This is an optimization exercise on Yosys and OpenROAD, whose aim is small area, a short achievable clock period and few clock cycles, not a production implementation.
The RTL was checked by simulation tests, not by an equivalence proof against the original design.
The clock port is modelled as an ideal driver, which makes a skipped or thinned clock tree look cheaper than it is; a real chip needs a root buffer or a tree.
Power is estimated from default activity; no workload was simulated.

==> flow/design.v, too long to show whole: its modules and the start of the top module <==
// module conv2d_3x3_lb: 1099 lines
// module fa3: 10 lines
// module ha2: 9 lines
// module xo2: 7 lines
module conv2d_3x3_lb #(
    parameter MAX_W = 16
)(
    input         clk,
    input         reset,
    input         start,
    input  [7:0]  base_a,
    input  [7:0]  base_b,
    input  [7:0]  base_c,
    input  [4:0]  tile_w,    
    input  [4:0]  tile_h,    
    output reg    busy,
    output reg    done,
    output            a_en,
    output            a_we,          
    output reg  [7:0] a_addr,
    output      [31:0] a_di,         
    input       [31:0] a_dout,
    output            b_en,
    output            b_we,          
    output reg  [7:0] b_addr,
    output      [31:0] b_di,         
    input       [31:0] b_dout,
    output            c_en,
    output            c_we,
    output reg  [7:0] c_addr,
    output reg [31:0] c_di,
    input       [31:0] c_dout        
);
  // ...
==> flow/flow/run.sh <==
#!/bin/bash
# Standard ORFS layout (the standard.sh, unchanged synthesis), with
#  - timing repair aimed well below the clock period (SETUP_SLACK_MARGIN),
#  - plain buffers on the ports instead of delay buffers,
#  - one tie cell for the constant outputs,
#  - a two-level clock tree (see post_cts.tcl).
# Every tool's output is in standard.log and in orfs/logs/.
set -euo pipefail
here=$(pwd)
bash standard.sh \
  SETUP_SLACK_MARGIN=11 \
  BUFFER_PORTS_ARGS="-buffer_cell sky130_fd_sc_hd__buf_2" \
  SKIP_REPAIR_TIE_FANOUT=1 \
  CTS_ARGS="-sink_clustering_enable -repair_clock_nets -sink_clustering_size 30 -sink_clustering_max_diameter 150 -dont_use_dummy_load" \
  POST_CTS_TCL="$here/flow/post_cts.tcl" \
  finish > standard.log 2>&1
==> flow/flow/post_cts.tcl <==
# Runs at the end of ORFS's CTS step (POST_CTS_TCL hook).
# TritonCTS builds a root buffer, H-tree buffers and leaf (sink cluster)
# buffers. This design has few registers, so the H-tree level is removed: the
# root buffer drives every leaf buffer directly. Every register's clock still
# comes through two clkbuf_16, with nearly the same latency for all of them.
set block [ord::get_db_block]
set clk_net [[$block findBTerm clk] getNet]
proc is_clkbuf {inst} {
  return [string match "sky130_fd_sc_hd__clkbuf_*" [[$inst getMaster] getName]]
}
set root ""
set leaves {}
set middles {}
foreach inst [$block getInsts] {
  if {![is_clkbuf $inst]} { continue }
  set out [[$inst findITerm X] getNet]
  set in [[$inst findITerm A] getNet]
  if {$out == "NULL" || $in == "NULL"} { continue }
  if {[$out getSigType] != "CLOCK"} { continue }
  if {[$in getName] == [$clk_net getName]} { set root $inst; continue }
  set drives_buf 0
  foreach it [$out getITerms] {
    if {[$it isInputSignal] && [is_clkbuf [$it getInst]]} { set drives_buf 1 }
  }
  if {$drives_buf} { lappend middles $inst } else { lappend leaves $inst }
}
puts "post_cts: root [expr {$root == "" ? "none" : [$root getName]}], [llength $middles] middle buffers, [llength $leaves] leaf buffers"
if {$root != "" && [llength $middles] >= 1 && [llength $leaves] <= 12} {
  set root_net [[$root findITerm X] getNet]
  foreach inst $leaves {
    set a [$inst findITerm A]
    $a disconnect
    $a connect $root_net
  }
  foreach inst $middles {
    set out [[$inst findITerm X] getNet]
    odb::dbInst_destroy $inst
    if {[llength [$out getITerms]] == 0} { odb::dbNet_destroy $out }
  }
  puts "post_cts: the root buffer now drives the leaf buffers directly"
  estimate_parasitics -placement
  repair_timing_helper
  detailed_placement
  check_placement -verbose
  report_clock_latency
}
==> flow/standard.sh <==
#!/bin/bash
# synth_recipe.tcl (not shown) runs the flow's synth.tcl, then flattens the netlist and writes it again
# the make line also repeats each setting of config.mk as NAME=value (left out here)
make -C /OpenROAD-flow-scripts/flow DESIGN_CONFIG=/design/flow/config.mk WORK_HOME=/design/flow/orfs CLKGATE_MAP_FILE= SYNTH_SCRIPT=/design/flow/synth_recipe.tcl "${@:-finish}"
==> flow/config.mk <==
export PLATFORM = sky130hd
export DESIGN_NAME = conv2d_3x3_lb
export DESIGN_NICKNAME = conv2d_3x3_lb
export VERILOG_FILES = /design/flow/design.v
export SDC_FILE = /design/flow/constraint.sdc
export NUM_CORES = 4
export LEC_CHECK = 0
export CAP_MARGIN = 20
export CORE_MARGIN = 2
export CORE_UTILIZATION = 40
export SLEW_MARGIN = 20
export SYNTH_HIERARCHICAL = 1
export SYNTH_MINIMUM_KEEP_SIZE = 0
==> flow/constraint.sdc <==
create_clock -name core_clock -period 15.0 [get_ports {clk}]
set_input_delay 3.0000 -clock core_clock [delete_from_list [all_inputs] [get_ports {clk}]]
set_output_delay 3.0000 -clock core_clock [all_outputs]
set_load 0.01 [all_outputs]
==> impl_metrics.csv, run 1 <==
group,metric,value,unit
synth,yosys-top-cells-area,"fa_1 (26%), dfxtp_1 (21%), xnor2_1 (14%), a22oi_1 (10%), ha_1 (5.7%)",
routing,wl_met2,25300,microns
final_layout,finish.utilization,47.1,%
final_layout,nNetsFinal,2286,
final_layout,buffer_area_share,12.0,%
floorplan,die_y,220,microns
power,ir_drop,0.000166,V
routing,dr_total_vias,13800,
outcome,run_status,"complete, no violations",
placed_design,numPortBuffers,162,
synth,yosysWarningCount,7,
placed_design,gp_routability_congestion,0.863,
job,drv_cap,0,
final_layout,layoutNonFillerInstCount,2432,
timing,skew,0.0442,ns
grt,use_met1,29.6,%
power,finalPower,0.00471,W
synth,synth_seq_cells,218,
final_layout,inv_count,44,
floorplan,die_x,220,microns
routing,wire_per_inst,22.5,microns
timing,finalCritPeriodShare,26.3,%
timing,tightest_slew,0.635,ns
clocking,clk_latency,0.43,ns
grt,grt_max_degree,67,
final_layout,layout_common_cells,"xnor2_1 (292), a22oi_1 (233), fa_1 (227)",
final_layout,antenna_cells,1,
placed_design,placed_cell_area,19500,sq um
synth,syn_inst,1764,
worst_setup_path,crit_path_end,"p_c[29]",
worst_setup_path,r2r_end,"p_c[29]",
grt,grt_pass1_vias,14400,
synth,synth_fp_nets,2224,
power,pwr.group.clock,0.000287,W
routing,first_iter_violations,1336,
Testbench counts, summed over its fixed seeds: cycles 205,773.
==> run 2: changes to the inputs <==
--- a/flow/design.v
+++ b/flow/design.v
@@ -41,18 +41,18 @@
     reg  [1:0] kj, ki;      
     reg  [4:0] ox_left;     
     reg  [4:0] oy_left;     
     reg  [4:0] wr;          
     reg        f1, f2, f3;
     reg        l1, l2, l3;
     reg [31:0] A_r;                   
     reg [15:0] bneg, bone, btwo;      
-    reg [31:0] p_s, p_c;              
-    wire [31:0] nxt_s, nxt_c;
+    reg [31:0] p_s, p_c, p_x;         
+    wire [31:0] nxt_s, nxt_c, nxt_x;
     wire [31:0] acc_next;             
     wire [32:0] bx = {b_dout, 1'b0};
     wire [15:0] enc_neg, enc_one, enc_two;
     genvar gi;
     generate for (gi = 0; gi < 16; gi = gi + 1) begin : benc
         assign enc_neg[gi] = bx[2*gi+2];
         assign enc_one[gi] = bx[2*gi+1] ^ bx[2*gi];
         assign enc_two[gi] = (bx[2*gi+2] & ~bx[2*gi+1] & ~bx[2*gi]) |
@@ -329,196 +329,160 @@
   wire pp13_4 = ((bone[13] & A_r[4]) | (btwo[13] & A_r[3])) ^ bneg[13];
   wire pp13_5 = ((bone[13] & A_r[5]) | (btwo[13] & A_r[4])) ^ bneg[13];
   wire pp14_0 = (bone[14] & A_r[0]) ^ bneg[14];
   wire pp14_1 = ((bone[14] & A_r[1]) | (btwo[14] & A_r[0])) ^ bneg[14];
   wire pp14_2 = ((bone[14] & A_r[2]) | (btwo[14] & A_r[1])) ^ bneg[14];
   wire pp14_3 = ((bone[14] & A_r[3]) | (btwo[14] & A_r[2])) ^ bneg[14];
   wire pp15_0 = (bone[15] & A_r[0]) ^ bneg[15];
   wire pp15_1 = ((bone[15] & A_r[1]) | (btwo[15] & A_r[0])) ^ bneg[15];
-  assign nxt_s[0] = bneg[0];
-  assign nxt_c[0] = pp0_0;
-  assign nxt_s[1] = pp0_1;
-  assign nxt_c[1] = 1'b0;
   wire s1, c2;
   fa3 u_s1 (bneg[1], pp0_2, pp1_0, s1, c2);
-  assign nxt_s[2] = s1;
-  assign nxt_c[2] = 1'b0;
   wire s3, c4;
   fa3 u_s3 (pp0_3, pp1_1, c2, s3, c4);
-  assign nxt_s[3] = s3;
-  assign nxt_c[3] = 1'b0;
   wire s5, c6;
   fa3 u_s5 (bneg[2], pp0_4, pp1_2, s5, c6);
   wire s7, c8;
   fa3 u_s7 (pp2_0, s5, c4, s7, c8);
-  assign nxt_s[4] = s7;
-  assign nxt_c[4] = 1'b0;
   wire s9, c10;
   fa3 u_s9 (pp0_5, pp1_3, pp2_1, s9, c10);
   wire s11, c12;
   fa3 u_s11 (c6, s9, c8, s11, c12);
-  assign nxt_s[5] = s11;
-  assign nxt_c[5] = 1'b0;
   wire s13, c14;
   fa3 u_s13 (bneg[3], pp0_6, pp1_4, s13, c14);
   wire s15, c16;
   fa3 u_s15 (pp2_2, pp3_0, c10, s15, c16);
   wire s17, c18;
   fa3 u_s17 (s13, s15, c12, s17, c18);
-  assign nxt_s[6] = s17;
-  assign nxt_c[6] = 1'b0;
   wire s19, c20;
   fa3 u_s19 (pp0_7, pp1_5, pp2_3, s19, c20);
   wire s21, c22;
   fa3 u_s21 (pp3_1, c14, s19, s21, c22);
   wire s23, c24;
   fa3 u_s23 (c16, s21, c18, s23, c24);
-  assign nxt_s[7] = s23;
-  assign nxt_c[7] = 1'b0;
   wire s25, c26;
   fa3 u_s25 (bneg[4], pp0_8, pp1_6, s25, c26);
   wire s27, c28;
   fa3 u_s27 (pp2_4, pp3_2, pp4_0, s27, c28);
   wire s29, c30;
   fa3 u_s29 (c20, s25, s27, s29, c30);
   wire h31, hc32;
   ha2 u_h31 (c22, s29, h31, hc32);
-  assign nxt_s[8] = h31;
-  assign nxt_c[8] = c24;
   wire s33, c34;
   fa3 u_s33 (pp0_9, pp1_7, pp2_5, s33, c34);
   wire s35, c36;
   fa3 u_s35 (pp3_3, pp4_1, c26, s35, c36);
   wire s37, c38;
   fa3 u_s37 (c28, s33, c30, s37, c38);
   wire s39, c40;
   fa3 u_s39 (s35, hc32, s37, s39, c40);
-  assign nxt_s[9] = s39;
-  assign nxt_c[9] = 1'b0;
   wire s41, c42;
   fa3 u_s41 (bneg[5], pp0_10, pp1_8, s41, c42);
   wire s43, c44;
   fa3 u_s43 (pp2_6, pp3_4, pp4_2, s43, c44);
   wire s45, c46;
   fa3 u_s45 (pp5_0, c34, s41, s45, c46);
   wire s47, c48;
   fa3 u_s47 (s43, c36, s45, s47, c48);
   wire s49, c50;
   fa3 u_s49 (c38, s47, c40, s49, c50);
-  assign nxt_s[10] = s49;
-  assign nxt_c[10] = 1'b0;
   wire s51, c52;
   fa3 u_s51 (pp0_11, pp1_9, pp2_7, s51, c52);
   wire s53, c54;
   fa3 u_s53 (pp3_5, pp4_3, pp5_1, s53, c54);
   wire s55, c56;
   fa3 u_s55 (c42, c44, s51, s55, c56);
   wire s57, c58;
   fa3 u_s57 (s53, c46, s55, s57, c58);
   wire h59, hc60;
   ha2 u_h59 (c48, s57, h59, hc60);
-  assign nxt_s[11] = h59;
-  assign nxt_c[11] = c50;
   wire s61, c62;
   fa3 u_s61 (bneg[6], pp0_12, pp1_10, s61, c62);
   wire s63, c64;
   fa3 u_s63 (pp2_8, pp3_6, pp4_4, s63, c64);
   wire s65, c66;
   fa3 u_s65 (pp5_2, pp6_0, c52, s65, c66);
   wire s67, c68;
   fa3 u_s67 (c54, s61, s63, s67, c68);
   wire s69, c70;
   fa3 u_s69 (c56, s65, s67, s69, c70);
   wire s71, c72;
   fa3 u_s71 (c58, s69, hc60, s71, c72);
-  assign nxt_s[12] = s71;
-  assign nxt_c[12] = 1'b0;
   wire s73, c74;
   fa3 u_s73 (pp0_13, pp1_11, pp2_9, s73, c74);
   wire s75, c76;
   fa3 u_s75 (pp3_7, pp4_5, pp5_3, s75, c76);
   wire s77, c78;
   fa3 u_s77 (pp6_1, c62, c64, s77, c78);
   wire s79, c80;
   fa3 u_s79 (s73, s75, c66, s79, c80);
   wire s81, c82;
   fa3 u_s81 (c68, s77, s79, s81, c82);
   wire h83, hc84;
   ha2 u_h83 (c70, s81, h83, hc84);
-  assign nxt_s[13] = h83;
-  assign nxt_c[13] = c72;
   wire s85, c86;
   fa3 u_s85 (bneg[7], pp0_14, pp1_12, s85, c86);
   wire s87, c88;
   fa3 u_s87 (pp2_10, pp3_8, pp4_6, s87, c88);
   wire s89, c90;
   fa3 u_s89 (pp5_4, pp6_2, pp7_0, s89, c90);
   wire s91, c92;
   fa3 u_s91 (c74, c76, s85, s91, c92);
   wire s93, c94;
   fa3 u_s93 (s87, s89, c78, s93, c94);
   wire s95, c96;
   fa3 u_s95 (s91, c80, s93, s95, c96);
   wire s97, c98;
   fa3 u_s97 (c82, s95, hc84, s97, c98);
-  assign nxt_s[14] = s97;
-  assign nxt_c[14] = 1'b0;
   wire s99, c100;
   fa3 u_s99 (pp0_15, pp1_13, pp2_11, s99, c100);
   wire s101, c102;
   fa3 u_s101 (pp3_9, pp4_7, pp5_5, s101, c102);
   wire s103, c104;
   fa3 u_s103 (pp6_3, pp7_1, c86, s103, c104);
   wire s105, c106;
   fa3 u_s105 (c88, c90, s101, s105, c106);
   wire s107, c108;
   fa3 u_s107 (s99, c92, s103, s107, c108);
   wire s109, c110;
   fa3 u_s109 (s105, c94, s107, s109, c110);
   wire h111, hc112;
   ha2 u_h111 (c96, s109, h111, hc112);
-  assign nxt_s[15] = h111;
-  assign nxt_c[15] = c98;
   wire s113, c114;
   fa3 u_s113 (bneg[8], pp0_16, pp1_14, s113, c114);
   wire s115, c116;
   fa3 u_s115 (pp2_12, pp3_10, pp4_8, s115, c116);
   wire s117, c118;
   fa3 u_s117 (pp5_6, pp6_4, pp7_2, s117, c118);
   wire s119, c120;
   fa3 u_s119 (pp8_0, c100, c102, s119, c120);
   wire s121, c122;
   fa3 u_s121 (s113, s115, s117, s121, c122);
   wire s123, c124;
   fa3 u_s123 (c104, c106, s119, s123, c124);
   wire s125, c126;
   fa3 u_s125 (s121, c108, s123, s125, c126);
   wire h127, hc128;
   ha2 u_h127 (c110, s125, h127, hc128);
-  assign nxt_s[16] = hc112;
-  assign nxt_c[16] = h127;
   wire s129, c130;
   fa3 u_s129 (pp0_17, pp1_15, pp2_13, s129, c130);
   wire s131, c132;
   fa3 u_s131 (pp3_11, pp4_9, pp5_7, s131, c132);
   wire s133, c134;
   fa3 u_s133 (pp6_5, pp7_3, pp8_1, s133, c134);
   wire s135, c136;
   fa3 u_s135 (c114, c116, c118, s135, c136);
   wire s137, c138;
   fa3 u_s137 (s129, s131, s133, s137, c138);
   wire s139, c140;
   fa3 u_s139 (c120, c122, s135, s139, c140);
   wire s141, c142;
   fa3 u_s141 (s137, c124, s139, s141, c142);
   wire h143, hc144;
   ha2 u_h143 (c126, s141, h143, hc144);
-  assign nxt_s[17] = hc128;
-  assign nxt_c[17] = h143;
   wire s145, c146;
   fa3 u_s145 (bneg[9], pp0_18, pp1_16, s145, c146);
   wire s147, c148;
   fa3 u_s147 (pp2_14, pp3_12, pp4_10, s147, c148);
   wire s149, c150;
   fa3 u_s149 (pp5_8, pp6_6, pp7_4, s149, c150);
   wire s151, c152;
   fa3 u_s151 (pp8_2, pp9_0, c130, s151, c152);
@@ -527,18 +491,16 @@
   wire s155, c156;
   fa3 u_s155 (s147, s149, c136, s155, c156);
   wire s157, c158;
   fa3 u_s157 (c138, s151, s153, s157, c158);
   wire s159, c160;
   fa3 u_s159 (c140, s155, s157, s159, c160);
   wire h161, hc162;
   ha2 u_h161 (c142, s159, h161, hc162);
-  assign nxt_s[18] = hc144;
-  assign nxt_c[18] = h161;
   wire s163, c164;
   fa3 u_s163 (pp0_19, pp1_17, pp2_15, s163, c164);
   wire s165, c166;
   fa3 u_s165 (pp3_13, pp4_11, pp5_9, s165, c166);
   wire s167, c168;
   fa3 u_s167 (pp6_7, pp7_5, pp8_3, s167, c168);
   wire s169, c170;
   fa3 u_s169 (pp9_1, c146, c148, s169, c170);
@@ -547,18 +509,16 @@
   wire s173, c174;
   fa3 u_s173 (s167, c152, c154, s173, c174);
   wire s175, c176;
   fa3 u_s175 (s169, s171, c156, s175, c176);
   wire s177, c178;
   fa3 u_s177 (c158, s173, s175, s177, c178);
   wire h179, hc180;
   ha2 u_h179 (c160, s177, h179, hc180);
-  assign nxt_s[19] = hc162;
-  assign nxt_c[19] = h179;
   wire s181, c182;
   fa3 u_s181 (bneg[10], pp0_20, pp10_0, s181, c182);
   wire s183, c184;
   fa3 u_s183 (pp1_18, pp2_16, pp3_14, s183, c184);
   wire s185, c186;
   fa3 u_s185 (pp4_12, pp5_10, pp6_8, s185, c186);
   wire s187, c188;
   fa3 u_s187 (pp7_6, pp8_4, pp9_2, s187, c188);
@@ -569,18 +529,16 @@
   wire s193, c194;
   fa3 u_s193 (s187, c170, c172, s193, c194);
   wire s195, c196;
   fa3 u_s195 (s189, s191, c174, s195, c196);
   wire s197, c198;
   fa3 u_s197 (s193, c176, s195, s197, c198);
   wire h199, hc200;
   ha2 u_h199 (c178, s197, h199, hc200);
-  assign nxt_s[20] = hc180;
-  assign nxt_c[20] = h199;
   wire s201, c202;
   fa3 u_s201 (pp0_21, pp10_1, pp1_19, s201, c202);
   wire s203, c204;
   fa3 u_s203 (pp2_17, pp3_15, pp4_13, s203, c204);
   wire s205, c206;
   fa3 u_s205 (pp5_11, pp6_9, pp7_7, s205, c206);
   wire s207, c208;
   fa3 u_s207 (pp8_5, pp9_3, c182, s207, c208);
@@ -591,18 +549,16 @@
   wire s213, c214;
   fa3 u_s213 (c190, c192, s207, s213, c214);
   wire s215, c216;
   fa3 u_s215 (s209, s211, c194, s215, c216);
   wire s217, c218;
   fa3 u_s217 (s213, c196, s215, s217, c218);
   wire h219, hc220;
   ha2 u_h219 (c198, s217, h219, hc220);
-  assign nxt_s[21] = hc200;
-  assign nxt_c[21] = h219;
   wire s221, c222;
   fa3 u_s221 (bneg[11], pp0_22, pp10_2, s221, c222);
   wire s223, c224;
   fa3 u_s223 (pp11_0, pp1_20, pp2_18, s223, c224);
   wire s225, c226;
   fa3 u_s225 (pp3_16, pp4_14, pp5_12, s225, c226);
   wire s227, c228;
   fa3 u_s227 (pp6_10, pp7_8, pp8_6, s227, c228);
@@ -615,18 +571,16 @@
   wire s235, c236;
   fa3 u_s235 (c210, c212, s229, s235, c236);
   wire s237, c238;
   fa3 u_s237 (s231, c214, s233, s237, c238);
   wire s239, c240;
   fa3 u_s239 (s235, c216, s237, s239, c240);
   wire h241, hc242;
   ha2 u_h241 (c218, s239, h241, hc242);
-  assign nxt_s[22] = hc220;
-  assign nxt_c[22] = h241;
   wire s243, c244;
   fa3 u_s243 (pp0_23, pp10_3, pp11_1, s243, c244);
   wire s245, c246;
   fa3 u_s245 (pp1_21, pp2_19, pp3_17, s245, c246);
   wire s247, c248;
   fa3 u_s247 (pp4_15, pp5_13, pp6_11, s247, c248);
   wire s249, c250;
   fa3 u_s249 (pp7_9, pp8_7, pp9_5, s249, c250);
@@ -639,18 +593,16 @@
   wire s257, c258;
   fa3 u_s257 (c232, s251, s253, s257, c258);
   wire s259, c260;
   fa3 u_s259 (c234, c236, s255, s259, c260);
   wire s261, c262;
   fa3 u_s261 (s257, c238, s259, s261, c262);
   wire h263, hc264;
   ha2 u_h263 (c240, s261, h263, hc264);
-  assign nxt_s[23] = hc242;
-  assign nxt_c[23] = h263;
   wire s265, c266;
   fa3 u_s265 (bneg[12], pp0_24, pp10_4, s265, c266);
   wire s267, c268;
   fa3 u_s267 (pp11_2, pp12_0, pp1_22, s267, c268);
   wire s269, c270;
   fa3 u_s269 (pp2_20, pp3_18, pp4_16, s269, c270);
   wire s271, c272;
   fa3 u_s271 (pp5_14, pp6_12, pp7_10, s271, c272);
@@ -665,18 +617,16 @@
   wire s281, c282;
   fa3 u_s281 (s273, s275, s277, s281, c282);
   wire s283, c284;
   fa3 u_s283 (c256, c258, s279, s283, c284);
   wire s285, c286;
   fa3 u_s285 (s281, c260, s283, s285, c286);
   wire h287, hc288;
   ha2 u_h287 (c262, s285, h287, hc288);
-  assign nxt_s[24] = hc264;
-  assign nxt_c[24] = h287;
   wire s289, c290;
   fa3 u_s289 (pp0_25, pp10_5, pp11_3, s289, c290);
   wire s291, c292;
   fa3 u_s291 (pp12_1, pp1_23, pp2_21, s291, c292);
   wire s293, c294;
   fa3 u_s293 (pp3_19, pp4_17, pp5_15, s293, c294);
   wire s295, c296;
   fa3 u_s295 (pp6_13, pp7_11, pp8_9, s295, c296);
@@ -691,18 +641,16 @@
   wire s305, c306;
   fa3 u_s305 (s297, s299, s301, s305, c306);
   wire s307, c308;
   fa3 u_s307 (c280, c282, s303, s307, c308);
   wire s309, c310;
   fa3 u_s309 (s305, c284, s307, s309, c310);
   wire h311, hc312;
   ha2 u_h311 (c286, s309, h311, hc312);
-  assign nxt_s[25] = hc288;
-  assign nxt_c[25] = h311;
   wire s313, c314;
   fa3 u_s313 (bneg[13], pp0_26, pp10_6, s313, c314);
   wire s315, c316;
   fa3 u_s315 (pp11_4, pp12_2, pp13_0, s315, c316);
   wire s317, c318;
   fa3 u_s317 (pp1_24, pp2_22, pp3_20, s317, c318);
   wire s319, c320;
   fa3 u_s319 (pp4_18, pp5_16, pp6_14, s319, c320);
@@ -719,18 +667,16 @@
   wire s331, c332;
   fa3 u_s331 (s323, s325, s327, s331, c332);
   wire s333, c334;
   fa3 u_s333 (c304, c306, s329, s333, c334);
   wire s335, c336;
   fa3 u_s335 (s331, c308, s333, s335, c336);
   wire h337, hc338;
   ha2 u_h337 (c310, s335, h337, hc338);
-  assign nxt_s[26] = hc312;
-  assign nxt_c[26] = h337;
   wire s339, c340;
   fa3 u_s339 (pp0_27, pp10_7, pp11_5, s339, c340);
   wire s341, c342;
   fa3 u_s341 (pp12_3, pp13_1, pp1_25, s341, c342);
   wire s343, c344;
   fa3 u_s343 (pp2_23, pp3_21, pp4_19, s343, c344);
   wire s345, c346;
   fa3 u_s345 (pp5_17, pp6_15, pp7_13, s345, c346);
@@ -747,18 +693,16 @@
   wire s357, c358;
   fa3 u_s357 (s349, s351, c330, s357, c358);
   wire s359, c360;
   fa3 u_s359 (s353, c332, s355, s359, c360);
   wire s361, c362;
   fa3 u_s361 (c334, s357, s359, s361, c362);
   wire h363, hc364;
   ha2 u_h363 (c336, s361, h363, hc364);
-  assign nxt_s[27] = hc338;
-  assign nxt_c[27] = h363;
   wire s365, c366;
   fa3 u_s365 (bneg[14], pp0_28, pp10_8, s365, c366);
   wire s367, c368;
   fa3 u_s367 (pp11_6, pp12_4, pp13_2, s367, c368);
   wire s369, c370;
   fa3 u_s369 (pp14_0, pp1_26, pp2_24, s369, c370);
   wire s371, c372;
   fa3 u_s371 (pp3_22, pp4_20, pp5_18, s371, c372);
@@ -775,179 +719,364 @@
   wire s383, c384;
   fa3 u_s383 (c352, s375, s377, s383, c384);
   wire s385, c386;
   fa3 u_s385 (s379, c354, c356, s385, c386);
   wire s387, c388;
   fa3 u_s387 (s381, s383, c358, s387, c388);
   wire s389, c390;
   fa3 u_s389 (c360, s385, s387, s389, c390);
-  wire h391, hc392;
-  ha2 u_h391 (c362, s389, h391, hc392);
-  assign nxt_s[28] = hc364;
-  assign nxt_c[28] = h391;
+  wire s391, c392;
+  fa3 u_s391 (pp0_29, pp10_9, pp11_7, s391, c392);
   wire s393, c394;
-  fa3 u_s393 (pp0_29, pp10_9, pp11_7, s393, c394);
+  fa3 u_s393 (pp12_5, pp13_3, pp14_1, s393, c394);
   wire s395, c396;
-  fa3 u_s395 (pp12_5, pp13_3, pp14_1, s395, c396);
+  fa3 u_s395 (pp1_27, pp2_25, pp3_23, s395, c396);
   wire s397, c398;
-  fa3 u_s397 (pp1_27, pp2_25, pp3_23, s397, c398);
+  fa3 u_s397 (pp4_21, pp5_19, pp6_17, s397, c398);
   wire s399, c400;
-  fa3 u_s399 (pp4_21, pp5_19, pp6_17, s399, c400);
+  fa3 u_s399 (pp7_15, pp8_13, pp9_11, s399, c400);
   wire s401, c402;
-  fa3 u_s401 (pp7_15, pp8_13, pp9_11, s401, c402);
+  fa3 u_s401 (c366, c368, c370, s401, c402);
   wire s403, c404;
-  fa3 u_s403 (c366, c368, c370, s403, c404);
+  fa3 u_s403 (c372, c374, s391, s403, c404);
   wire s405, c406;
-  fa3 u_s405 (c372, c374, s393, s405, c406);
+  fa3 u_s405 (s393, s395, s397, s405, c406);
   wire s407, c408;
-  fa3 u_s407 (s395, s397, s399, s407, c408);
+  fa3 u_s407 (s399, c376, c378, s407, c408);
   wire s409, c410;
-  fa3 u_s409 (s401, c376, c378, s409, c410);
+  fa3 u_s409 (c380, s401, s403, s409, c410);
   wire s411, c412;
-  fa3 u_s411 (c380, s403, s405, s411, c412);
+  fa3 u_s411 (s405, c382, c384, s411, c412);
   wire s413, c414;
-  fa3 u_s413 (s407, c382, c384, s413, c414);
+  fa3 u_s413 (s407, s409, c386, s413, c414);
   wire s415, c416;
-  fa3 u_s415 (s409, s411, c386, s415, c416);
+  fa3 u_s415 (s411, c388, s413, s415, c416);
   wire s417, c418;
-  fa3 u_s417 (s413, c388, s415, s417, c418);
-  wire h419, hc420;
-  ha2 u_h419 (c390, s417, h419, hc420);
-  assign nxt_s[29] = hc392;
-  assign nxt_c[29] = h419;
+  fa3 u_s417 (bneg[15], pp0_30, pp10_10, s417, c418);
+  wire s419, c420;
+  fa3 u_s419 (pp11_8, pp12_6, pp13_4, s419, c420);
   wire s421, c422;
-  fa3 u_s421 (bneg[15], pp0_30, pp10_10, s421, c422);
+  fa3 u_s421 (pp14_2, pp15_0, pp1_28, s421, c422);
   wire s423, c424;
-  fa3 u_s423 (pp11_8, pp12_6, pp13_4, s423, c424);
+  fa3 u_s423 (pp2_26, pp3_24, pp4_22, s423, c424);
   wire s425, c426;
-  fa3 u_s425 (pp14_2, pp15_0, pp1_28, s425, c426);
+  fa3 u_s425 (pp5_20, pp6_18, pp7_16, s425, c426);
   wire s427, c428;
-  fa3 u_s427 (pp2_26, pp3_24, pp4_22, s427, c428);
+  fa3 u_s427 (pp8_14, pp9_12, c392, s427, c428);
   wire s429, c430;
-  fa3 u_s429 (pp5_20, pp6_18, pp7_16, s429, c430);
+  fa3 u_s429 (c394, c396, c398, s429, c430);
   wire s431, c432;
-  fa3 u_s431 (pp8_14, pp9_12, c394, s431, c432);
+  fa3 u_s431 (c400, s417, s419, s431, c432);
   wire s433, c434;
-  fa3 u_s433 (c396, c398, c400, s433, c434);
+  fa3 u_s433 (s421, s423, s425, s433, c434);
   wire s435, c436;
-  fa3 u_s435 (c402, s421, s423, s435, c436);
+  fa3 u_s435 (c402, c404, c406, s435, c436);
   wire s437, c438;
-  fa3 u_s437 (s425, s427, s429, s437, c438);
+  fa3 u_s437 (s427, s429, s431, s437, c438);
   wire s439, c440;
-  fa3 u_s439 (c404, c406, c408, s439, c440);
+  fa3 u_s439 (s433, c408, c410, s439, c440);
   wire s441, c442;
-  fa3 u_s441 (s431, s433, s435, s441, c442);
-  wire s443, c444;
-  fa3 u_s443 (s437, c410, c412, s443, c444);
-  wire s445, c446;
-  fa3 u_s445 (s439, s441, c414, s445, c446);
-  wire s447, c448;
-  fa3 u_s447 (s443, c416, s445, s447, c448);
-  wire h449, hc450;
-  ha2 u_h449 (c418, s447, h449, hc450);
-  assign nxt_s[30] = hc420;
-  assign nxt_c[30] = h449;
+  fa3 u_s441 (s435, s437, c412, s441, c442);
+  wire h443, hc444;
+  ha2 u_h443 (s439, c414, h443, hc444);
+  wire x445;
+  xo2 u_x445 (pp0_31, pp10_11, x445);
+  wire x446;
+  xo2 u_x446 (pp11_9, pp12_7, x446);
+  wire x447;
+  xo2 u_x447 (pp13_5, pp14_3, x447);
+  wire x448;
+  xo2 u_x448 (pp15_1, pp1_29, x448);
+  wire x449;
+  xo2 u_x449 (pp2_27, pp3_25, x449);
+  wire x450;
+  xo2 u_x450 (pp4_23, pp5_21, x450);
   wire x451;
-  xo2 u_x451 (pp0_31, pp10_11, x451);
+  xo2 u_x451 (pp6_19, pp7_17, x451);
   wire x452;
-  xo2 u_x452 (pp11_9, pp12_7, x452);
+  xo2 u_x452 (pp8_15, pp9_13, x452);
   wire x453;
-  xo2 u_x453 (pp13_5, pp14_3, x453);
+  xo2 u_x453 (x445, x446, x453);
   wire x454;
-  xo2 u_x454 (pp15_1, pp1_29, x454);
+  xo2 u_x454 (x447, x448, x454);
   wire x455;
-  xo2 u_x455 (pp2_27, pp3_25, x455);
+  xo2 u_x455 (x449, x450, x455);
   wire x456;
-  xo2 u_x456 (pp4_23, pp5_21, x456);
+  xo2 u_x456 (x451, x452, x456);
   wire x457;
-  xo2 u_x457 (pp6_19, pp7_17, x457);
+  xo2 u_x457 (c418, c420, x457);
   wire x458;
-  xo2 u_x458 (pp8_15, pp9_13, x458);
+  xo2 u_x458 (c422, c424, x458);
   wire x459;
-  xo2 u_x459 (x451, x452, x459);
+  xo2 u_x459 (c426, x453, x459);
   wire x460;
-  xo2 u_x460 (x453, x454, x460);
+  xo2 u_x460 (x454, x455, x460);
   wire x461;
-  xo2 u_x461 (x455, x456, x461);
+  xo2 u_x461 (x456, x457, x461);
   wire x462;
-  xo2 u_x462 (x457, x458, x462);
+  xo2 u_x462 (x458, x459, x462);
   wire x463;
-  xo2 u_x463 (c422, c424, x463);
+  xo2 u_x463 (x460, c428, x463);
   wire x464;
-  xo2 u_x464 (c426, c428, x464);
+  xo2 u_x464 (c430, x461, x464);
   wire x465;
-  xo2 u_x465 (c430, x459, x465);
+  xo2 u_x465 (x462, c432, x465);
   wire x466;
-  xo2 u_x466 (x460, x461, x466);
+  xo2 u_x466 (c434, x463, x466);
   wire x467;
-  xo2 u_x467 (x462, x463, x467);
+  xo2 u_x467 (x464, x465, x467);
   wire x468;
-  xo2 u_x468 (x464, x465, x468);
+  xo2 u_x468 (x466, c436, x468);
   wire x469;
-  xo2 u_x469 (x466, c432, x469);
+  xo2 u_x469 (x467, c438, x469);
   wire x470;
-  xo2 u_x470 (c434, x467, x470);
+  xo2 u_x470 (x468, x469, x470);
   wire x471;
-  xo2 u_x471 (x468, c436, x471);
+  xo2 u_x471 (c440, x470, x471);
   wire x472;
-  xo2 u_x472 (c438, x469, x472);
-  wire x473;
-  xo2 u_x473 (x470, x471, x473);
-  wire x474;
-  xo2 u_x474 (x472, c440, x474);
-  wire x475;
-  xo2 u_x475 (x473, c442, x475);
-  wire x476;
-  xo2 u_x476 (x474, x475, x476);
-  wire x477;
-  xo2 u_x477 (c444, x476, x477);
-  wire x478;
-  xo2 u_x478 (x477, c446, x478);
-  wire x479;
-  xo2 u_x479 (x478, c448, x479);
-  assign nxt_s[31] = x479;
-  assign nxt_c[31] = hc450;
+  xo2 u_x472 (x471, c442, x472);
+  assign nxt_s[0] = bneg[0];
+  assign nxt_c[0] = pp0_0;
+  assign nxt_x[0] = 1'b0;
+  assign nxt_s[1] = pp0_1;
+  assign nxt_c[1] = 1'b0;
+  assign nxt_x[1] = 1'b0;
+  assign nxt_s[2] = s1;
+  assign nxt_c[2] = 1'b0;
+  assign nxt_x[2] = 1'b0;
+  assign nxt_s[3] = s3;
+  assign nxt_c[3] = 1'b0;
+  assign nxt_x[3] = 1'b0;
+  assign nxt_s[4] = s7;
+  assign nxt_c[4] = 1'b0;
+  assign nxt_x[4] = 1'b0;
+  assign nxt_s[5] = s11;
+  assign nxt_c[5] = 1'b0;
+  assign nxt_x[5] = 1'b0;
+  assign nxt_s[6] = s17;
+  assign nxt_c[6] = 1'b0;
+  assign nxt_x[6] = 1'b0;
+  assign nxt_s[7] = s23;
+  assign nxt_c[7] = 1'b0;
+  assign nxt_x[7] = 1'b0;
+  assign nxt_s[8] = h31;
+  assign nxt_c[8] = c24;
+  assign nxt_x[8] = 1'b0;
+  assign nxt_s[9] = s39;
+  assign nxt_c[9] = 1'b0;
+  assign nxt_x[9] = 1'b0;
+  assign nxt_s[10] = s49;
+  assign nxt_c[10] = 1'b0;
+  assign nxt_x[10] = 1'b0;
+  assign nxt_s[11] = h59;
+  assign nxt_c[11] = c50;
+  assign nxt_x[11] = 1'b0;
+  assign nxt_s[12] = s71;
+  assign nxt_c[12] = 1'b0;
+  assign nxt_x[12] = 1'b0;
+  assign nxt_s[13] = h83;
+  assign nxt_c[13] = c72;
+  assign nxt_x[13] = 1'b0;
+  assign nxt_s[14] = s97;
+  assign nxt_c[14] = 1'b0;
+  assign nxt_x[14] = 1'b0;
+  assign nxt_s[15] = h111;
+  assign nxt_c[15] = c98;
+  assign nxt_x[15] = 1'b0;
+  assign nxt_s[16] = hc112;
+  assign nxt_c[16] = h127;
+  assign nxt_x[16] = 1'b0;
+  assign nxt_s[17] = hc128;
+  assign nxt_c[17] = h143;
+  assign nxt_x[17] = 1'b0;
+  assign nxt_s[18] = hc144;
+  assign nxt_c[18] = h161;
+  assign nxt_x[18] = 1'b0;
+  assign nxt_s[19] = hc162;
+  assign nxt_c[19] = h179;
+  assign nxt_x[19] = 1'b0;
+  assign nxt_s[20] = hc180;
+  assign nxt_c[20] = h199;
+  assign nxt_x[20] = 1'b0;
+  assign nxt_s[21] = hc200;
+  assign nxt_c[21] = h219;
+  assign nxt_x[21] = 1'b0;
+  assign nxt_s[22] = hc220;
+  assign nxt_c[22] = h241;
+  assign nxt_x[22] = 1'b0;
+  assign nxt_s[23] = hc242;
+  assign nxt_c[23] = h263;
+  assign nxt_x[23] = 1'b0;
+  assign nxt_s[24] = hc264;
+  assign nxt_c[24] = h287;
+  assign nxt_x[24] = 1'b0;
+  assign nxt_s[25] = hc288;
+  assign nxt_c[25] = h311;
+  assign nxt_x[25] = 1'b0;
+  assign nxt_s[26] = hc312;
+  assign nxt_c[26] = h337;
+  assign nxt_x[26] = 1'b0;
+  assign nxt_s[27] = hc338;
+  assign nxt_c[27] = h363;
+  assign nxt_x[27] = 1'b0;
+  assign nxt_s[28] = c362;
+  assign nxt_c[28] = s389;
+  assign nxt_x[28] = hc364;
+  assign nxt_s[29] = c390;
+  assign nxt_c[29] = s415;
+  assign nxt_x[29] = 1'b0;
+  assign nxt_s[30] = s441;
+  assign nxt_c[30] = h443;
+  assign nxt_x[30] = c416;
+  assign nxt_s[31] = hc444;
+  assign nxt_c[31] = x472;
+  assign nxt_x[31] = 1'b0;
   wire [31:0] accm = c_di & {32{~f3}};
-  wire [31:0] csa_s, csa_c;
-  assign csa_c[0] = 1'b0;
-  fa3 u_csa0 (accm[0], p_s[0], p_c[0], csa_s[0], csa_c[1]);
-  ha2 u_csa1 (accm[1], p_s[1], csa_s[1], csa_c[2]);
-  ha2 u_csa2 (accm[2], p_s[2], csa_s[2], csa_c[3]);
-  ha2 u_csa3 (accm[3], p_s[3], csa_s[3], csa_c[4]);
-  ha2 u_csa4 (accm[4], p_s[4], csa_s[4], csa_c[5]);
-  ha2 u_csa5 (accm[5], p_s[5], csa_s[5], csa_c[6]);
-  ha2 u_csa6 (accm[6], p_s[6], csa_s[6], csa_c[7]);
-  ha2 u_csa7 (accm[7], p_s[7], csa_s[7], csa_c[8]);
-  fa3 u_csa8 (accm[8], p_s[8], p_c[8], csa_s[8], csa_c[9]);
-  ha2 u_csa9 (accm[9], p_s[9], csa_s[9], csa_c[10]);
-  ha2 u_csa10 (accm[10], p_s[10], csa_s[10], csa_c[11]);
-  fa3 u_csa11 (accm[11], p_s[11], p_c[11], csa_s[11], csa_c[12]);
-  ha2 u_csa12 (accm[12], p_s[12], csa_s[12], csa_c[13]);
-  fa3 u_csa13 (accm[13], p_s[13], p_c[13], csa_s[13], csa_c[14]);
-  ha2 u_csa14 (accm[14], p_s[14], csa_s[14], csa_c[15]);
-  fa3 u_csa15 (accm[15], p_s[15], p_c[15], csa_s[15], csa_c[16]);
-  fa3 u_csa16 (accm[16], p_s[16], p_c[16], csa_s[16], csa_c[17]);
-  fa3 u_csa17 (accm[17], p_s[17], p_c[17], csa_s[17], csa_c[18]);
-  fa3 u_csa18 (accm[18], p_s[18], p_c[18], csa_s[18], csa_c[19]);
-  fa3 u_csa19 (accm[19], p_s[19], p_c[19], csa_s[19], csa_c[20]);
-  fa3 u_csa20 (accm[20], p_s[20], p_c[20], csa_s[20], csa_c[21]);
-  fa3 u_csa21 (accm[21], p_s[21], p_c[21], csa_s[21], csa_c[22]);
-  fa3 u_csa22 (accm[22], p_s[22], p_c[22], csa_s[22], csa_c[23]);
-  fa3 u_csa23 (accm[23], p_s[23], p_c[23], csa_s[23], csa_c[24]);
-  fa3 u_csa24 (accm[24], p_s[24], p_c[24], csa_s[24], csa_c[25]);
-  fa3 u_csa25 (accm[25], p_s[25], p_c[25], csa_s[25], csa_c[26]);
-  fa3 u_csa26 (accm[26], p_s[26], p_c[26], csa_s[26], csa_c[27]);
-  fa3 u_csa27 (accm[27], p_s[27], p_c[27], csa_s[27], csa_c[28]);
-  fa3 u_csa28 (accm[28], p_s[28], p_c[28], csa_s[28], csa_c[29]);
-  fa3 u_csa29 (accm[29], p_s[29], p_c[29], csa_s[29], csa_c[30]);
-  fa3 u_csa30 (accm[30], p_s[30], p_c[30], csa_s[30], csa_c[31]);
-  assign csa_s[31] = accm[31] ^ p_s[31] ^ p_c[31];
-  wire [31:0] ad_p = csa_s ^ csa_c;
-  wire [31:0] ad_g = csa_s & csa_c;
+  wire h473, hc474;
+  ha2 u_h473 (p_c[0], p_s[0], h473, hc474);
+  wire h475, hc476;
+  ha2 u_h475 (p_s[1], accm[1], h475, hc476);
+  wire h477, hc478;
+  ha2 u_h477 (p_s[2], accm[2], h477, hc478);
+  wire h479, hc480;
+  ha2 u_h479 (p_s[3], accm[3], h479, hc480);
+  wire h481, hc482;
+  ha2 u_h481 (p_s[4], accm[4], h481, hc482);
+  wire h483, hc484;
+  ha2 u_h483 (p_s[5], accm[5], h483, hc484);
+  wire h485, hc486;
+  ha2 u_h485 (p_s[6], accm[6], h485, hc486);
+  wire h487, hc488;
+  ha2 u_h487 (p_s[7], accm[7], h487, hc488);
+  wire s489, c490;
+  fa3 u_s489 (p_c[8], p_s[8], accm[8], s489, c490);
+  wire h491, hc492;
+  ha2 u_h491 (p_s[9], accm[9], h491, hc492);
+  wire h493, hc494;
+  ha2 u_h493 (p_s[10], accm[10], h493, hc494);
+  wire s495, c496;
+  fa3 u_s495 (p_c[11], p_s[11], accm[11], s495, c496);
+  wire h497, hc498;
+  ha2 u_h497 (p_s[12], accm[12], h497, hc498);
+  wire s499, c500;
+  fa3 u_s499 (p_c[13], p_s[13], accm[13], s499, c500);
+  wire h501, hc502;
+  ha2 u_h501 (p_s[14], accm[14], h501, hc502);
+  wire s503, c504;
+  fa3 u_s503 (p_c[15], p_s[15], accm[15], s503, c504);
+  wire s505, c506;
+  fa3 u_s505 (p_c[16], p_s[16], accm[16], s505, c506);
+  wire s507, c508;
+  fa3 u_s507 (p_c[17], p_s[17], accm[17], s507, c508);
+  wire s509, c510;
+  fa3 u_s509 (p_c[18], p_s[18], accm[18], s509, c510);
+  wire s511, c512;
+  fa3 u_s511 (p_c[19], p_s[19], accm[19], s511, c512);
+  wire s513, c514;
+  fa3 u_s513 (p_c[20], p_s[20], accm[20], s513, c514);
+  wire s515, c516;
+  fa3 u_s515 (p_c[21], p_s[21], accm[21], s515, c516);
+  wire s517, c518;
+  fa3 u_s517 (p_c[22], p_s[22], accm[22], s517, c518);
+  wire s519, c520;
+  fa3 u_s519 (p_c[23], p_s[23], accm[23], s519, c520);
+  wire s521, c522;
+  fa3 u_s521 (p_c[24], p_s[24], accm[24], s521, c522);
+  wire s523, c524;
+  fa3 u_s523 (p_c[25], p_s[25], accm[25], s523, c524);
+  wire s525, c526;
+  fa3 u_s525 (p_c[26], p_s[26], accm[26], s525, c526);
+  wire s527, c528;
+  fa3 u_s527 (p_c[27], p_s[27], accm[27], s527, c528);
+  wire s529, c530;
+  fa3 u_s529 (p_c[28], p_s[28], p_x[28], s529, c530);
+  wire h531, hc532;
+  ha2 u_h531 (accm[28], s529, h531, hc532);
+  wire s533, c534;
+  fa3 u_s533 (p_c[29], p_s[29], accm[29], s533, c534);
+  wire h535, hc536;
+  ha2 u_h535 (c530, s533, h535, hc536);
+  wire s537, c538;
+  fa3 u_s537 (p_c[30], p_s[30], p_x[30], s537, c538);
+  wire s539, c540;
+  fa3 u_s539 (accm[30], s537, c534, s539, c540);
+  wire x541;
+  xo2 u_x541 (p_c[31], p_s[31], x541);
+  wire x542;
+  xo2 u_x542 (accm[31], x541, x542);
+  wire x543;
+  xo2 u_x543 (c538, x542, x543);
+  wire [31:0] st2_a, st2_b;
+  assign st2_a[0] = accm[0];
+  assign st2_b[0] = h473;
+  assign st2_a[1] = hc474;
+  assign st2_b[1] = h475;
+  assign st2_a[2] = hc476;
+  assign st2_b[2] = h477;
+  assign st2_a[3] = hc478;
+  assign st2_b[3] = h479;
+  assign st2_a[4] = hc480;
+  assign st2_b[4] = h481;
+  assign st2_a[5] = hc482;
+  assign st2_b[5] = h483;
+  assign st2_a[6] = hc484;
+  assign st2_b[6] = h485;
+  assign st2_a[7] = hc486;
+  assign st2_b[7] = h487;
+  assign st2_a[8] = hc488;
+  assign st2_b[8] = s489;
+  assign st2_a[9] = h491;
+  assign st2_b[9] = c490;
+  assign st2_a[10] = hc492;
+  assign st2_b[10] = h493;
+  assign st2_a[11] = hc494;
+  assign st2_b[11] = s495;
+  assign st2_a[12] = h497;
+  assign st2_b[12] = c496;
+  assign st2_a[13] = hc498;
+  assign st2_b[13] = s499;
+  assign st2_a[14] = h501;
+  assign st2_b[14] = c500;
+  assign st2_a[15] = hc502;
+  assign st2_b[15] = s503;
+  assign st2_a[16] = c504;
+  assign st2_b[16] = s505;
+  assign st2_a[17] = c506;
+  assign st2_b[17] = s507;
+  assign st2_a[18] = c508;
+  assign st2_b[18] = s509;
+  assign st2_a[19] = c510;
+  assign st2_b[19] = s511;
+  assign st2_a[20] = c512;
+  assign st2_b[20] = s513;
+  assign st2_a[21] = c514;
+  assign st2_b[21] = s515;
+  assign st2_a[22] = c516;
+  assign st2_b[22] = s517;
+  assign st2_a[23] = c518;
+  assign st2_b[23] = s519;
+  assign st2_a[24] = c520;
+  assign st2_b[24] = s521;
+  assign st2_a[25] = c522;
+  assign st2_b[25] = s523;
+  assign st2_a[26] = c524;
+  assign st2_b[26] = s525;
+  assign st2_a[27] = c526;
+  assign st2_b[27] = s527;
+  assign st2_a[28] = c528;
+  assign st2_b[28] = h531;
+  assign st2_a[29] = hc532;
+  assign st2_b[29] = h535;
+  assign st2_a[30] = hc536;
+  assign st2_b[30] = s539;
+  assign st2_a[31] = x543;
+  assign st2_b[31] = c540;
+  wire [31:0] ad_p = st2_a ^ st2_b;
+  wire [31:0] ad_g = st2_a & st2_b;
   wire adG1 = ad_g[1] | (ad_p[1] & ad_g[0]);
   wire adG2 = ad_g[3] | (ad_p[3] & ad_g[2]);
   wire adP2 = ad_p[3] & ad_p[2];
   wire adG3 = ad_g[5] | (ad_p[5] & ad_g[4]);
   wire adP3 = ad_p[5] & ad_p[4];
   wire adG4 = ad_g[7] | (ad_p[7] & ad_g[6]);
   wire adP4 = ad_p[7] & ad_p[6];
   wire adG5 = ad_g[9] | (ad_p[9] & ad_g[8]);
@@ -1036,16 +1165,17 @@
     end
     always @(posedge clk) begin
         A_r   <= a_dout;
         bneg  <= enc_neg;
         bone  <= enc_one;
         btwo  <= enc_two;
         p_s   <= nxt_s;
         p_c   <= nxt_c;
+        p_x   <= nxt_x;
         c_di  <= acc_next;
         f1    <= (kj == 2'd0) && (ki == 2'd0);
         f2    <= f1;
         f3    <= f2;
     end
     always @(posedge clk) begin
         if (reset) begin
             busy  <= 1'b0;
==> run 2 against run 1 <==
Clock power up 2%. Wire length shrank 6.4%. Critical path depth is 8 lower. Highest routed layer unchanged. Synthesized area up 0.27%. Critical endpoint is now busy. Register-to-register slack improved by 0.02 ns.
==> impl_metrics.csv, run 2 <==
group,metric,value,unit
timing,timing.setup.tns,0,ns
timing,tightest_slew,0.598,ns
placed_design,dp_hpwl,34700,microns
clocking,clkTransAtPathRegs,0.12,ns
final_layout,layoutNonFillerInstCount,2383,
timing,hold_ws,0.333,ns
outcome,run_status,"complete, no violations",
synth,synth_seq_cells,220,
timing,period_needed,4.03,ns
worst_setup_path,crit_type,"reg2out",
worst_setup_path,critPathLaunchType,"flop",
worst_setup_path,setup.worst_path.end_class,"primary output",
placed_design,placed_cell_area,19500,sq um
floorplan,ios,261,
worst_setup_path,crit_arrival,1.03,ns
power,ir_drop,0.000104,V
job,drv_cap,0,
worst_setup_path,cp.required,12.00,ns
routing,dr_total_vias,13300,
final_layout,layout_common_cells,"xnor2_1 (293), a22oi_1 (256), fa_1 (242)",
synth,yosysWarningCount,7,
synth,syn_area,18700,sq um
synth,syn_inst,1759,
timing,drv_slew,0,
synth,synth_cell_types,49,
timing,fmax,248,MHz
floorplan,dieArea,48600,sq um
floorplan,start_util,40.4,%
grt,grt_overflow,0,
floorplan,rows,79,
grt,antenna_found_initial,4,
worst_setup_path,cp_max_fo,2,
clocking,clk_latency,0.44,ns
timing,slew-limit-headroom,60.1,%
synth,synthTopCellsByCount,"xnor2_1 (293), a22oi_1 (256), fa_1 (242), dfxtp_1 (201), clkbuf_1 (108)",
timing,rsz0062_at_grt,"yes",
synth,synth_most_common_cell,"xnor2_1",
power,power_density,213,nW/um^2
synth,seq_area_frac_synth,24.5,%
routing,first_iter_violations,1238,
timing,setup_viol,0,
timing,finalCritPeriodShare,26.9,%
floorplan,die_x,221,microns
clocking,cts_sinks,220,
final_layout,design_area,20400,sq um
synth,synth_top_area_share,25.8,%
synth,synth-async-reset-ratio,0,%
synth,yosys-top-cells-area,"fa_1 (26%), dfxtp_1 (21%), xnor2_1 (14%), a22oi_1 (10%), ha_1 (5.7%)",
final_layout,syn_to_final_growth,8.67,%
routing,drc_errors,0,
floorplan,die_y,221,microns
routing,wire_per_inst,21.5,microns
placed_design,gp_routability_congestion,0.838,
synth,dominantRegCellSynth,"dfxtp_1",
floorplan,core_area,46500,sq um
timing,finalHoldViolCount,0,
routing,vias_per_cell,5.57,
worst_hold_path,min_path_type,"reg2reg",
timing,skew,0.0432,ns
final_layout,nNetsFinal,2236,
grt,grt_max_degree,67,
power,power_leakage,7.92,nW
placed_design,numPortBuffers,162,
placed_design,placedCellCount,2346,
grt,grt_pass1_vias,14000,
final_layout,drive_gt1_share,18.4,%
synth,synth_fp_nets,2220,
routing,wirelength,51200,microns
power,finalPower,0.00435,W
synth,synth_edf_count,19,
synth,synth_area_per_cell,10.7,sq um
synth,synth_top_area_cell,"fa_1",
routing,ant_nets,0,
grt,grt_use_total,21.6,%
final_layout,reg.largest.list,"A_r x32, c_di x32, p_s x32",
grt,grt_pass1_wl,79800,microns
final_layout,final_common_cell,"xnor2_1",
routing,drt-pass1-iter-count,6,
-- run 2: cell types whose count changed in the layout (fill, tap and decap cells not counted), moves of 23 or more --
cell | previous run | this run
a22oi_1 | 233 | 256
a22oi_2 | 23 | 0
dfxtp_1 | 98 | 122
dfxtp_4 | 42 | 13
buf_12 | 26 | 1
-- run 2: final timing paths --
path	slack (ns)	endpoint	depth (start not counted)	start
worst max-delay path	10.97	busy	2	busy
worst min-delay path	0.33	f3	0	f2
worst max register to register	11.08	p_c[27]	9	bone[3]
worst min register to register	0.33	f3	0	f2
-- run 2: metal layers --
metal	GRT usage [%]	routed length, microns	up-vias
met5	0	13	-
met4	7.53	1440	2
met3	4.21	4480	100
met1	28.9	21300	6583
met2	35.0	23900	698
li1	-	-	5879
-- run 2: through the flow --
stage / setup WS, ns / utilization (%)
after floorplan: 10.70 / -
after global placement: 10.45 / 42.1
after detailed placement: 10.41 / 42.1
after global routing: 10.93 / 43.9
final: 10.97 / 43.9
-- run 2: critical path, stage by stage, from the launching register on --
cell,delay [ns]
dfxtp_4,0.37
buf_12,0.12
buf_6,0.11
-- run 2: logic make-up (layout without fill, tap and decap cells) --
group                    count (synthesis)  in the layout  share of synthesized area [%]
multiplexers                             2              2                          0.113
adder cells (fa/ha/maj)                328            328                           31.6
other                                    1              4                         0.0200
flip-flops                             220            220                           24.5
XOR/XNOR                               371            371                           17.3
AND/OR/NAND/NOR                        218            218                           5.96
AO/OA/AOI/OAI                          368            368                           14.0
buffers and inverters                  251            265                           6.53
-- run 2: cell type report --
class | instances | area (sq um)
Fill cell | 4423 | 26100
Multi-Input combinational cell | 1288 | 13000
Sequential cell | 220 | 4730
Timing Repair Buffer | 223 | 1560
Tap cell | 607 | 759
Clock buffer | 9 | 225
Inverter | 33 | 124
Antenna cell | 3 | 7.51
-- run 2: report_power, final --
| group | internal, W | switching [W] |
|---|---|---|
| combinational | 0.00147 | 0.00161 |
| sequential | 0.000854 | 0.000121 |
| clock | 0.000109 | 0.000183 |
-- run 2: Yosys stat by module, one instance, submodules excluded --
module | cells | area [sq um]
conv2d_3x3_lb | 1472 | 13600
xo2 | 1 | 8.76
ha2 | 1 | 12.5
fa3 | 1 | 20.0
Testbench counts of run 2, summed over its fixed seeds: cycles 205,773.
==> run 3: changes to the inputs <==
--- a/flow/flow/run.sh
+++ b/flow/flow/run.sh
@@ -9,5 +9,5 @@
 here=$(pwd)
 bash standard.sh \
-  SETUP_SLACK_MARGIN=11 \
+  SETUP_SLACK_MARGIN=11.3 \
   BUFFER_PORTS_ARGS="-buffer_cell sky130_fd_sc_hd__buf_2" \
   SKIP_REPAIR_TIE_FANOUT=1 \
==> flow/flow/post_cts.tcl (replaced) <==
set block [ord::get_db_block]
set clk_net [[$block findBTerm clk] getNet]
proc is_clkbuf {inst} {
  return [string match "sky130_fd_sc_hd__clkbuf_*" [[$inst getMaster] getName]]
}
set leaves {}
set uppers {}
foreach inst [$block getInsts] {
  if {![is_clkbuf $inst]} { continue }
  set out [[$inst findITerm X] getNet]
  set in [[$inst findITerm A] getNet]
  if {$out == "NULL" || $in == "NULL"} { continue }
  if {[$out getSigType] != "CLOCK"} { continue }
  set drives_buf 0
  foreach it [$out getITerms] {
    if {[$it isInputSignal] && [is_clkbuf [$it getInst]]} { set drives_buf 1 }
  }
  if {$drives_buf} { lappend uppers $inst } else { lappend leaves $inst }
}
set nl [llength $leaves]
puts "post_cts: [llength $uppers] upper buffers, $nl leaf buffers"
if {$nl >= 2 && [llength $uppers] >= 1 && $nl <= 16} {
  # leaf centres
  set pts {}
  foreach inst $leaves {
    set bb [$inst getBBox]
    lappend pts [list [expr {([$bb xMin] + [$bb xMax]) / 2}] [expr {([$bb yMin] + [$bb yMax]) / 2}]]
  }
  set k [expr {$nl < 4 ? $nl : 4}]
  # k-means, started from leaves spread through the list sorted by angle
  set cen {}
  set sx 0; set sy 0
  foreach p $pts { set sx [expr {$sx + [lindex $p 0]}]; set sy [expr {$sy + [lindex $p 1]}] }
  set mx [expr {$sx / $nl}]; set my [expr {$sy / $nl}]
  set order [lsort -real -indices [lmap p $pts {expr {atan2([lindex $p 1] - $my, [lindex $p 0] - $mx)}}]]
  for {set i 0} {$i < $k} {incr i} {
    lappend cen [lindex $pts [lindex $order [expr {$i * $nl / $k}]]]
  }
  for {set it 0} {$it < 50} {incr it} {
    set asg {}
    foreach p $pts {
      set best 0; set bd 1e30
      for {set i 0} {$i < $k} {incr i} {
        set c [lindex $cen $i]
        set d [expr {abs([lindex $p 0] - [lindex $c 0]) + abs([lindex $p 1] - [lindex $c 1])}]
        if {$d < $bd} { set bd $d; set best $i }
      }
      lappend asg $best
    }
    set new {}
    for {set i 0} {$i < $k} {incr i} {
      set n 0; set ax 0; set ay 0
      foreach p $pts a $asg { if {$a == $i} { incr n; set ax [expr {$ax + [lindex $p 0]}]; set ay [expr {$ay + [lindex $p 1]}] } }
      if {$n > 0} { lappend new [list [expr {$ax / $n}] [expr {$ay / $n}]] } else { lappend new [lindex $cen $i] }
    }
    set cen $new
  }
  set master [[ord::get_db] findMaster sky130_fd_sc_hd__clkbuf_16]
  foreach inst $uppers {
    set out [[$inst findITerm X] getNet]
    odb::dbInst_destroy $inst
    if {[llength [$out getITerms]] == 0} { odb::dbNet_destroy $out }
  }
  for {set i 0} {$i < $k} {incr i} {
    set members {}
    foreach inst $leaves a $asg { if {$a == $i} { lappend members $inst } }
    if {[llength $members] == 0} { continue }
    set b [odb::dbInst_create $block $master "clkbuf_grp_${i}_clk"]
    set c [lindex $cen $i]
    $b setLocation [expr {int([lindex $c 0])}] [expr {int([lindex $c 1])}]
    $b setPlacementStatus PLACED
    set n [odb::dbNet_create $block "clknet_grp_${i}_clk"]
    $n setSigType CLOCK
    [$b findITerm A] connect $clk_net
    [$b findITerm X] connect $n
    foreach inst $members {
      set a [$inst findITerm A]
      $a disconnect
      $a connect $n
    }
    puts "post_cts: group $i: [llength $members] leaf buffers"
  }
  detailed_placement
  estimate_parasitics -placement
  repair_timing_helper
  detailed_placement
  check_placement -verbose
  report_clock_latency
}
==> run 3 against run 2 <==
First-iteration DRC count increased by 28%. Flip-flop and latch count unchanged. Die area unchanged. Power increased by 7.3%. Core utilization increased by 4.8 points. Clock power increased by 9.9%. Critical endpoint unchanged.
==> impl_metrics.csv, run 3 <==
group,metric,value,unit
outcome,run_status,"complete, no violations",
final_layout,final_common_cell,"xnor2_1",
routing,first_iter_violations,1582,
floorplan,core_area,46500,sq um
synth,dominantRegCellSynth,"dfxtp_1",
final_layout,reg.largest.list,"A_r x32, c_di x32, p_s x32",
floorplan,ios,261,
synth,synth_top_area_share,25.8,%
placed_design,numPortBuffers,162,
power,power_leakage,8.81,nW
worst_setup_path,setup.worst_path.end_class,"primary output",
power,power_density,206,nW/um^2
timing,rsz0062_at_grt,"yes",
timing,drv_slew,0,
worst_setup_path,crit_type,"reg2out",
final_layout,syn_to_final_growth,20.6,%
grt,grt_pass1_vias,14300,
timing,setup_slack,11.09,ns
synth,synthTopCellsByCount,"xnor2_1 (293), a22oi_1 (256), fa_1 (242), dfxtp_1 (201), clkbuf_1 (108)",
power,ir_drop,0.000132,V
final_layout,register_area,4860,sq um
worst_hold_path,min_path_type,"reg2reg",
timing,timing.setup.tns,0,ns
routing,vias_per_cell,5.71,
synth,synth_seq_cells,220,
routing,ant_nets,0,
timing,finalCritPeriodShare,26.1,%
floorplan,die_x,221,microns
floorplan,die_y,221,microns
clocking,clk_latency,0.33,ns
final_layout,fillers,4183,
final_layout,drive_gt1_share,29.5,%
synth,syn_area,18700,sq um
synth,synth_cell_types,49,
synth,yosysWarningCount,7,
routing,wire_per_inst,23.6,microns
floorplan,dieArea,48600,sq um
grt,grt_overflow,0,
placed_design,post-place-ws,10.41,ns
grt,grt_use_total,22.9,%
synth,synth-async-reset-ratio,0,%
timing,period_needed,3.91,ns
job,drv_cap,0,
routing,drt-pass1-iter-count,7,
final_layout,nNetsFinal,2316,
timing,finalHoldViolCount,0,
timing,fmax,256,MHz
synth,synth_fp_nets,2220,
grt,antenna_found_initial,6,
placed_design,gp_routability_congestion,0.856,
synth,synth_area_per_cell,10.7,sq um
timing,skew,0.0525,ns
synth,syn_inst,1759,
worst_setup_path,cp_max_fo,2,
synth,synth_top_area_cell,"fa_1",
synth,yosys-top-cells-area,"fa_1 (26%), dfxtp_1 (21%), xnor2_1 (14%), a22oi_1 (10%), ha_1 (5.7%)",
worst_setup_path,crit_arrival,0.91,ns
synth,seq_area_frac_synth,24.5,%
final_layout,multi_input_area,13500,sq um
timing,slew-limit-headroom,66.5,%
timing,setup_viol,0,
grt,grt_max_degree,67,
worst_setup_path,critPathLaunchType,"flop",
final_layout,layout_common_cells,"xnor2_1 (279), a22oi_1 (217), fa_1 (203)",
routing,dr_total_vias,14000,
clocking,clkTransAtPathRegs,0.11,ns
synth,synth_most_common_cell,"xnor2_1",
timing,tightest_slew,0.501,ns
grt,grt_pass1_wl,84500,microns
clocking,cts_sinks,220,
worst_setup_path,cp.required,12.00,ns
routing,drc_errors,0,
routing,wirelength,58200,microns
floorplan,start_util,40.4,%
synth,synth_edf_count,19,
floorplan,rows,79,
placed_design,dp_hpwl,35400,microns
-- run 3: cell counts after synthesis --
No cell type changed its count.
-- run 3: power by group --
part	switching (W)	total (W)	leakage (nW)	internal [W]
logic	0.00169	0.00335	6.77	0.00166
registers	0.000135	0.000991	1.89	0.000857
clock network	0.000176	0.000321	0.148	0.000145
total	0.00200	0.00466	8.81	0.00266
-- run 3: area by class of cell, without the clock buffers --
cell class / count / share of cell area, %
Buffer: 4 / 0.443
Timing Repair Buffer: 298 / 13.7
Multi-Input combinational cell: 1288 / 59.5
Inverter: 33 / 0.548
Sequential cell: 220 / 21.5
Antenna cell: 3 / 0.0332
Tap cell: 607 / 3.36
-- run 3: path summary, 6_finish.rpt --
kind | from | endpoint | slack, ns | depth (start not counted)
max | busy | busy | 11.09 | 2
max reg2reg | A_r[1] | p_c[24] | 11.27 | 9
min reg2reg | f1 | f2 | 0.34 | 0
min | f1 | f2 | 0.34 | 0
-- run 3: routing by layer --
| layer | up-vias | wire [microns] | global-route usage, % |
|---|---|---|---|
| met5 | - | 33 | 0 |
| met4 | 6 | 2260 | 6.87 |
| met3 | 181 | 6400 | 5.58 |
| met2 | 837 | 26600 | 37.7 |
| met1 | 6961 | 22900 | 29.7 |
| li1 | 6058 | - | - |
-- run 3: Yosys stat by module, one instance, submodules excluded --
module	flip-flops and latches	cell area (sq um)	cells inside
xo2	0	8.76	1
ha2	0	12.5	1
fa3	0	20.0	1
conv2d_3x3_lb	220	13600	1472
-- run 3: cells by family (layout without fill, tap and decap cells) --
kind of cell             count (synthesis)  after routing  share of synthesized area, %
AO/OA/AOI/OAI                          368            368                          14.0
XOR/XNOR                               371            371                          17.3
adder cells (fa/ha/maj)                328            328                          31.6
buffers and inverters                  251            343                          6.53
flip-flops                             220            220                          24.5
multiplexers                             2              2                         0.113
other                                    1              4                        0.0200
AND/OR/NAND/NOR                        218            218                          5.96
-- run 3: critical path, stage by stage (launching register included) --
cell	delay, ns
dfxtp_2	0.35
buf_12	0.12
buf_6	0.11
-- run 3: stage by stage --
| step | hold WS (ns) | utilization (%) | cell area, sq um | cells | total power, W |
|---|---|---|---|---|---|
| detailed placement | 0.318 | 42.1 | 19600 | 2342 | 0.00403 |
| floorplan | 0.310 | - | 18900 | 1759 | 0.00317 |
| global route | 0.346 | 48.6 | 22600 | 2459 | 0.00517 |
| global placement | 0.315 | 42.1 | 19600 | 2342 | 0.00395 |
| finish | 0.342 | 48.7 | 22600 | 2461 | 0.00466 |

==> re-timing with driven ports <==
Ports are ideal in the flow. The routed layouts listed here were re-timed in OpenROAD.
Step 1 sets driving cells, clkbuf_16 on the clock port and buf_2 on the other inputs (assumed; they add their load-dependent delay and slew).
Step 2 times the ports against the registers' clock, not the clock port: input delays grow and output delays shrink by t, the midpoint of the rising clock arrivals with the driver on.
Slacks: ideal ports / drivers / drivers and shift; pairs: ideal ports / drivers.
run | shift t [ns] | setup slack, ns | latest minus earliest clock arrival (ns) | slew at the worst register clock pin (ns) | cell pins on the clock port's net
run 1 | 0.465 | 11.057 / 11.008 / 10.669 | 0.045 / 0.044 | 0.11 / 0.11 | 1
run 2 | 0.471 | 10.968 / 10.912 / 10.645 | 0.044 / 0.044 | 0.12 / 0.12 | 1
run 3 | 0.422 | 11.090 / 10.970 / 10.793 | 0.052 / 0.053 | 0.12 / 0.12 | 4
After both steps every run listed still meets setup and hold. For run 1, which loses most, drivers alone change the setup slack by -0.049 ns; drivers and shift together by -0.388 ns.
